This design comes from an exercise in tuning for small area, a short achievable clock period and few clock cycles on the open sky130 flow, not from production work.
Where RTL was checked, it was by simulation tests only, not by an equivalence proof against the original.
Power and IR drop assume default switching activity.

==> flow/design.v <==
module ram_dp_async_read
#(parameter WIDTH = 8,
  parameter DEPTH = 16,
  parameter DEPTH_LOG = $clog2(DEPTH))
(
 input clk,
 input wr_n,
 input [DEPTH_LOG-1:0] addr_wr,
 input [DEPTH_LOG-1:0] addr_rd,
 input [WIDTH-1:0] data_wr,
 output [WIDTH-1:0] data_rd
);
    reg [WIDTH-1:0] ram [0:DEPTH-1];
    always @(posedge clk) begin
        if(wr_n) begin
            ram[addr_wr] <= data_wr;
        end
    end
    assign data_rd = ram[addr_rd];
endmodule
module dec2to4(
        input  [1:0] a,
        output [3:0] y
);
    assign y[0] = ~a[1] & ~a[0];
    assign y[1] = ~a[1] &  a[0];
    assign y[2] =  a[1] & ~a[0];
    assign y[3] =  a[1] &  a[0];
endmodule
module sel4(
        input  [3:0] s,
        input  [3:0] d,
        output       y
);
    assign y = |(s & d);
endmodule
module top_fsm(
        input clk,
        input rst_n,
        input        ram_in_we,
        input [4 :0] ram_in_addr_wr,
        input [7 :0] ram_in_data_wr,
        input [3 :0] ram_out_addr_rd,
        output [15:0] ram_out_data_rd,
        input opmode_in,
        output reg done_out
);
    reg [7:0] ram_in [0:31];
    reg [15:0] ram_out [0:15];
    integer i;
    always @(posedge clk) begin
        if (ram_in_we)
            ram_in[ram_in_addr_wr] <= ram_in_data_wr;
    end
    always @(posedge clk) begin
        if (opmode_in)
            for (i = 0; i < 16; i = i + 1)
                ram_out[i] <= {ram_in[2*i], ram_in[2*i+1]};
    end
    wire [3:0] sel_lo, sel_hi;
    dec2to4 u_dec_lo (.a(ram_out_addr_rd[1:0]), .y(sel_lo));
    dec2to4 u_dec_hi (.a(ram_out_addr_rd[3:2]), .y(sel_hi));
    genvar b, g;
    generate
        for (b = 0; b < 16; b = b + 1) begin : g_bit
            wire [3:0] grp;
            for (g = 0; g < 4; g = g + 1) begin : g_grp
                sel4 u_lo (.s(sel_lo),
                           .d({ram_out[4*g+3][b], ram_out[4*g+2][b],
                               ram_out[4*g+1][b], ram_out[4*g][b]}),
                           .y(grp[g]));
            end
            sel4 u_hi (.s(sel_hi), .d(grp), .y(ram_out_data_rd[b]));
        end
    endgenerate
    always @(posedge clk or negedge rst_n) begin
        if (!rst_n)
            done_out <= 1'b0;
        else if (opmode_in)
            done_out <= 1'b1;
    end
endmodule
Settings: LEC_CHECK=0, CAP_MARGIN=20, CORE_MARGIN=2, CORE_UTILIZATION=75, CTS_CLUSTER_DIAMETER=80, CTS_CLUSTER_SIZE=30, SETUP_SLACK_MARGIN=1.5, SLEW_MARGIN=20, SYNTH_HIERARCHICAL=1; clock period 4.5 ns.
run.sh (not shown) runs the stock make flow with config.mk's settings and CLKGATE_MAP_FILE= SYNTH_SCRIPT=/design/flow/synth_recipe.tcl, a recipe that flattens the netlist after the stock synthesis.
==> next run, changes <==
--- a/flow/design.v
+++ b/flow/design.v
@@ -17,21 +17,23 @@
         end
     end
     assign data_rd = ram[addr_rd];
 endmodule
-module dec2to4(
-        input  [1:0] a,
-        output [3:0] y
+module dec4to16(
+        input  [3:0]  a,
+        output [15:0] y
 );
-    assign y[0] = ~a[1] & ~a[0];
-    assign y[1] = ~a[1] &  a[0];
-    assign y[2] =  a[1] & ~a[0];
-    assign y[3] =  a[1] &  a[0];
+    genvar k;
+    generate
+        for (k = 0; k < 16; k = k + 1) begin : g_dec
+            assign y[k] = (a == k);
+        end
+    endgenerate
 endmodule
-module sel4(
-        input  [3:0] s,
-        input  [3:0] d,
-        output       y
+module andor16(
+        input  [15:0] s,
+        input  [15:0] d,
+        output        y
 );
     assign y = |(s & d);
 endmodule
 module top_fsm(
@@ -56,22 +58,18 @@
         if (opmode_in)
             for (i = 0; i < 16; i = i + 1)
                 ram_out[i] <= {ram_in[2*i], ram_in[2*i+1]};
     end
-    wire [3:0] sel_lo, sel_hi;
-    dec2to4 u_dec_lo (.a(ram_out_addr_rd[1:0]), .y(sel_lo));
-    dec2to4 u_dec_hi (.a(ram_out_addr_rd[3:2]), .y(sel_hi));
-    genvar b, g;
+    wire [15:0] sel;
+    dec4to16 u_dec (.a(ram_out_addr_rd), .y(sel));
+    genvar b, w;
     generate
         for (b = 0; b < 16; b = b + 1) begin : g_bit
-            wire [3:0] grp;
-            for (g = 0; g < 4; g = g + 1) begin : g_grp
-                sel4 u_lo (.s(sel_lo),
-                           .d({ram_out[4*g+3][b], ram_out[4*g+2][b],
-                               ram_out[4*g+1][b], ram_out[4*g][b]}),
-                           .y(grp[g]));
+            wire [15:0] col;
+            for (w = 0; w < 16; w = w + 1) begin : g_word
+                assign col[w] = ram_out[w][b];
             end
-            sel4 u_hi (.s(sel_hi), .d(grp), .y(ram_out_data_rd[b]));
+            andor16 u_bit (.s(sel), .d(col), .y(ram_out_data_rd[b]));
         end
     endgenerate
     always @(posedge clk or negedge rst_n) begin
         if (!rst_n)
Result: The new run completed with no timing, DRC or antenna violations. Synthesized area rose by about 2%. Sequential power barely changes. Clock power is about the same. Worst hold slack is better by 0.0075 ns. Sequential share of layout area fell by 2.5 points. Cell area rose by about 3.2%. Clock-buffer cell count fell by 2.
Function was not checked in any run of this note: the RTL went through the layout flow alone.

* * *

rev 12:
top_fsm, a different RTL version from the one above (not shown whole).
For scale: about 830 cells after synthesis, about 510 flip-flops, about 0.017 mm² of cells after synthesis.
==> module rd_oai22, before the edit <==
module rd_oai22(input a1, input a2, input b1, input b2, output y);
    assign y = ~((a1 | a2) & (b1 | b2));
endmodule
==> module top_fsm, before the edit <==
module top_fsm(
        input clk,
        input rst_n,
        input        ram_in_we,
        input [4 :0] ram_in_addr_wr,
        input [7 :0] ram_in_data_wr,
        input [3 :0] ram_out_addr_rd,
        output [15:0] ram_out_data_rd,
        input opmode_in,
        output reg done_out
);
    reg [7:0] ram_in [0:31];
    reg [15:0] ram_out [0:15];
    integer i;
    always @(posedge clk) begin
        if (ram_in_we)
            ram_in[ram_in_addr_wr] <= ram_in_data_wr;
    end
    always @(posedge clk) begin
        if (opmode_in)
            for (i = 0; i < 16; i = i + 1)
                ram_out[i] <= {ram_in[2*i], ram_in[2*i+1]};
    end
    wire [3:0]  a = ram_out_addr_rd;
    wire [3:0]  an;
    wire [3:0]  pre_lo, pre_hi;
    wire [15:0] sel_n;
    genvar k, b, p;
    generate
        for (k = 0; k < 4; k = k + 1) begin : g_inv
            rd_inv u_inv (.a(a[k]), .y(an[k]));
        end
        for (k = 0; k < 4; k = k + 1) begin : g_pre
            rd_nor2 u_lo (.a(k[1] ? an[1] : a[1]), .b(k[0] ? an[0] : a[0]), .y(pre_lo[k]));
            rd_nor2 u_hi (.a(k[1] ? an[3] : a[3]), .b(k[0] ? an[2] : a[2]), .y(pre_hi[k]));
        end
        for (k = 0; k < 16; k = k + 1) begin : g_sel
            rd_nand2 u_sel (.a(pre_hi[k / 4]), .b(pre_lo[k % 4]), .y(sel_n[k]));
        end
        for (b = 0; b < 16; b = b + 1) begin : g_bit
            wire [7:0] pair_n;
            wire [3:0] quad;
            wire [1:0] half_n;
            for (p = 0; p < 8; p = p + 1) begin : g_pair
                rd_oai22 u_pair (.a1(sel_n[2*p]),   .a2(ram_out[2*p][b]),
                                 .b1(sel_n[2*p+1]), .b2(ram_out[2*p+1][b]),
                                 .y(pair_n[p]));
            end
            for (p = 0; p < 4; p = p + 1) begin : g_quad
                rd_nor2 u_quad (.a(pair_n[2*p]), .b(pair_n[2*p+1]), .y(quad[p]));
            end
            for (p = 0; p < 2; p = p + 1) begin : g_half
                rd_nand2 u_half (.a(quad[2*p]), .b(quad[2*p+1]), .y(half_n[p]));
            end
            rd_nor2 u_out (.a(half_n[0]), .b(half_n[1]), .y(ram_out_data_rd[b]));
        end
    endgenerate
    always @(posedge clk or negedge rst_n) begin
        if (!rst_n)
            done_out <= 1'b0;
        else if (opmode_in)
            done_out <= 1'b1;
    end
endmodule
Settings: LEC_CHECK=0, CAP_MARGIN=20, CORE_MARGIN=2, CORE_UTILIZATION=75, CTS_CLUSTER_DIAMETER=80, CTS_CLUSTER_SIZE=30, SETUP_SLACK_MARGIN=1.8, SLEW_MARGIN=20, SYNTH_HIERARCHICAL=1; clock period 4.5 ns.
standard.sh (not shown) runs the stock make flow with config.mk's settings and CLKGATE_MAP_FILE= SYNTH_SCRIPT=/design/flow/synth_recipe.tcl, a recipe that flattens the netlist after the stock synthesis.
==> flow/flow/run.sh <==
#!/bin/bash
# The standard layout (standard synthesis included), with one extra step
# after floorplan (flow/downsize.tcl): every logic cell starts from the
# smallest size of its function before placement and timing repair, and
# the ports are buffered with buf_2 cells.
# Make's full output goes to flow_make.log; each step's own log is under
# orfs/logs.
set -euo pipefail
W=$(pwd)
bash standard.sh POST_FLOORPLAN_TCL="$W/flow/downsize.tcl" BUFFER_PORTS_ARGS="-buffer_cell sky130_fd_sc_hd__buf_2" finish > "$W/flow_make.log" 2>&1
==> flow/flow/downsize.tcl <==
# After floorplan: move every logic cell (not the flip-flops) to the
# smallest-area cell of the same function, so that the timing repair that
# follows starts from minimum sizes and upsizes only where timing needs it.
set n 0
set saved 0.0
foreach inst [get_cells *] {
  set master [get_property $inst ref_name]
  if {[string match "*df*" $master]} continue
  if {![regexp {^(sky130_fd_sc_hd__[a-z0-9]+)_([0-9]+)$} $master -> base drv]} continue
  set a0 [get_property [get_lib_cells $master] area]
  set best $master
  set besta $a0
  foreach lc [get_lib_cells ${base}_*] {
    set c [get_name $lc]
    if {![regexp "^${base}_\[0-9\]+\$" $c]} continue
    set a [get_property $lc area]
    if {$a < $besta} { set besta $a; set best $c }
  }
  if {$best ne $master} {
    replace_cell [get_full_name $inst] $best
    incr n
    set saved [expr {$saved + $a0 - $besta}]
  }
}
puts "downsize: $n cells moved to their smallest size, [format %.1f $saved] um2"
> inputs changed (rev 12 -> rev 13)
==> flow/design.v <==
module ram_dp_async_read
#(parameter WIDTH = 8,
  parameter DEPTH = 16,
  parameter DEPTH_LOG = $clog2(DEPTH))
(
 input clk,
 input wr_n,
 input [DEPTH_LOG-1:0] addr_wr,
 input [DEPTH_LOG-1:0] addr_rd,
 input [WIDTH-1:0] data_wr,
 output [WIDTH-1:0] data_rd
);
    reg [WIDTH-1:0] ram [0:DEPTH-1];
    always @(posedge clk) begin
        if(wr_n) begin
            ram[addr_wr] <= data_wr;
        end
    end
    assign data_rd = ram[addr_rd];
endmodule
module rd_inv(input a, output y);
    assign y = ~a;
endmodule
module rd_nand2(input a, input b, output y);
    assign y = ~(a & b);
endmodule
module rd_nor2(input a, input b, output y);
    assign y = ~(a | b);
endmodule
module rd_aoi22(input a1, input a2, input b1, input b2, output y);
    assign y = ~((a1 & a2) | (b1 & b2));
endmodule
module top_fsm(
        input clk,
        input rst_n,
        input        ram_in_we,
        input [4 :0] ram_in_addr_wr,
        input [7 :0] ram_in_data_wr,
        input [3 :0] ram_out_addr_rd,
        output [15:0] ram_out_data_rd,
        input opmode_in,
        output reg done_out
);
    reg [7:0] ram_in [0:31];
    reg [15:0] ram_out [0:15];
    integer i;
    always @(posedge clk) begin
        if (ram_in_we)
            ram_in[ram_in_addr_wr] <= ram_in_data_wr;
    end
    always @(posedge clk) begin
        if (opmode_in)
            for (i = 0; i < 16; i = i + 1)
                ram_out[i] <= {ram_in[2*i], ram_in[2*i+1]};
    end
    wire [3:0]  a = ram_out_addr_rd;
    wire [3:0]  an;
    wire [3:0]  pre_lo_n, pre_hi_n;
    wire [15:0] sel;
    genvar k, b, p;
    generate
        for (k = 0; k < 4; k = k + 1) begin : g_inv
            rd_inv u_inv (.a(a[k]), .y(an[k]));
        end
        for (k = 0; k < 4; k = k + 1) begin : g_pre
            rd_nand2 u_lo (.a(k[1] ? a[1] : an[1]), .b(k[0] ? a[0] : an[0]), .y(pre_lo_n[k]));
            rd_nand2 u_hi (.a(k[1] ? a[3] : an[3]), .b(k[0] ? a[2] : an[2]), .y(pre_hi_n[k]));
        end
        for (k = 0; k < 16; k = k + 1) begin : g_sel
            rd_nor2 u_sel (.a(pre_hi_n[k / 4]), .b(pre_lo_n[k % 4]), .y(sel[k]));
        end
        for (b = 0; b < 16; b = b + 1) begin : g_bit
            wire [7:0] pair_n;
            wire [3:0] quad;
            wire [1:0] half_n;
            for (p = 0; p < 8; p = p + 1) begin : g_pair
                rd_aoi22 u_pair (.a1(sel[2*p]),   .a2(ram_out[2*p][b]),
                                 .b1(sel[2*p+1]), .b2(ram_out[2*p+1][b]),
                                 .y(pair_n[p]));
            end
            for (p = 0; p < 4; p = p + 1) begin : g_quad
                rd_nand2 u_quad (.a(pair_n[2*p]), .b(pair_n[2*p+1]), .y(quad[p]));
            end
            for (p = 0; p < 2; p = p + 1) begin : g_half
                rd_nor2 u_half (.a(quad[2*p]), .b(quad[2*p+1]), .y(half_n[p]));
            end
            rd_nand2 u_out (.a(half_n[0]), .b(half_n[1]), .y(ram_out_data_rd[b]));
        end
    endgenerate
    always @(posedge clk or negedge rst_n) begin
        if (!rst_n)
            done_out <= 1'b0;
        else if (opmode_in)
            done_out <= 1'b1;
    end
endmodule
==> run notes <==
Delta (rev 13 minus rev 12): post-route clock period utilization went up; final cell count went up 2.4%. Worst setup slack: rev 13 vs rev 12 down 0.020 ns. Rev 13 vs rev 12 — chip width climbed by a few percent. Lower total wire length was reported by rev 13, not rev 12. Cmp rev 13 vs rev 12: number of ordinary and repair buffers in the finished layout higher in rev 13. Looking at post-route minimum period across both flows, rev 13 is the weaker of the two, with rev 12 ahead.
Testbench counts of rev 13, summed over its fixed seeds: cycles 5,207.
The RTL of rev 12 was laid out without a check of its function.

separate check: timing with driven ports:
No port has a modelled driver above. Below, the same layouts with a new extraction and two added sets of constraints.
Step 1 assumes that a clkbuf_16 drives the clock port and a buf_2 every other input.
Step 2 moves the port delays by t, midway between the first and last clock arrival at a register: inputs arrive t later, outputs are due t later. That takes back most of the time a late clock gives input paths.
Three values: ideal ports, drivers, drivers and shift; two values: the first two.
run	shift t [ns]	setup slack, ns	hold WS [ns]	worst setup path at the end	worst data-port slew with drivers (ns)
the first run of note 1	0.567	1.211 / 1.152 / 1.063	0.399 / 0.399 / 0.399	input to register	0.07
the second run of note 1	0.585	1.114 / 1.069 / 1.069	0.407 / 0.407 / 0.407	input to output	0.07
rev 12	0.583	1.385 / 1.320 / 1.320	0.110 / 0.102 / 0.421	input to output	0.07
rev 13	0.577	1.365 / 1.305 / 1.305	0.115 / 0.091 / 0.410	input to output	0.06
After both steps setup and hold are still met in every run listed. The setup slack of the first run of note 1, which loses most, moves by -0.059 ns with the drivers and by -0.148 ns with both steps.
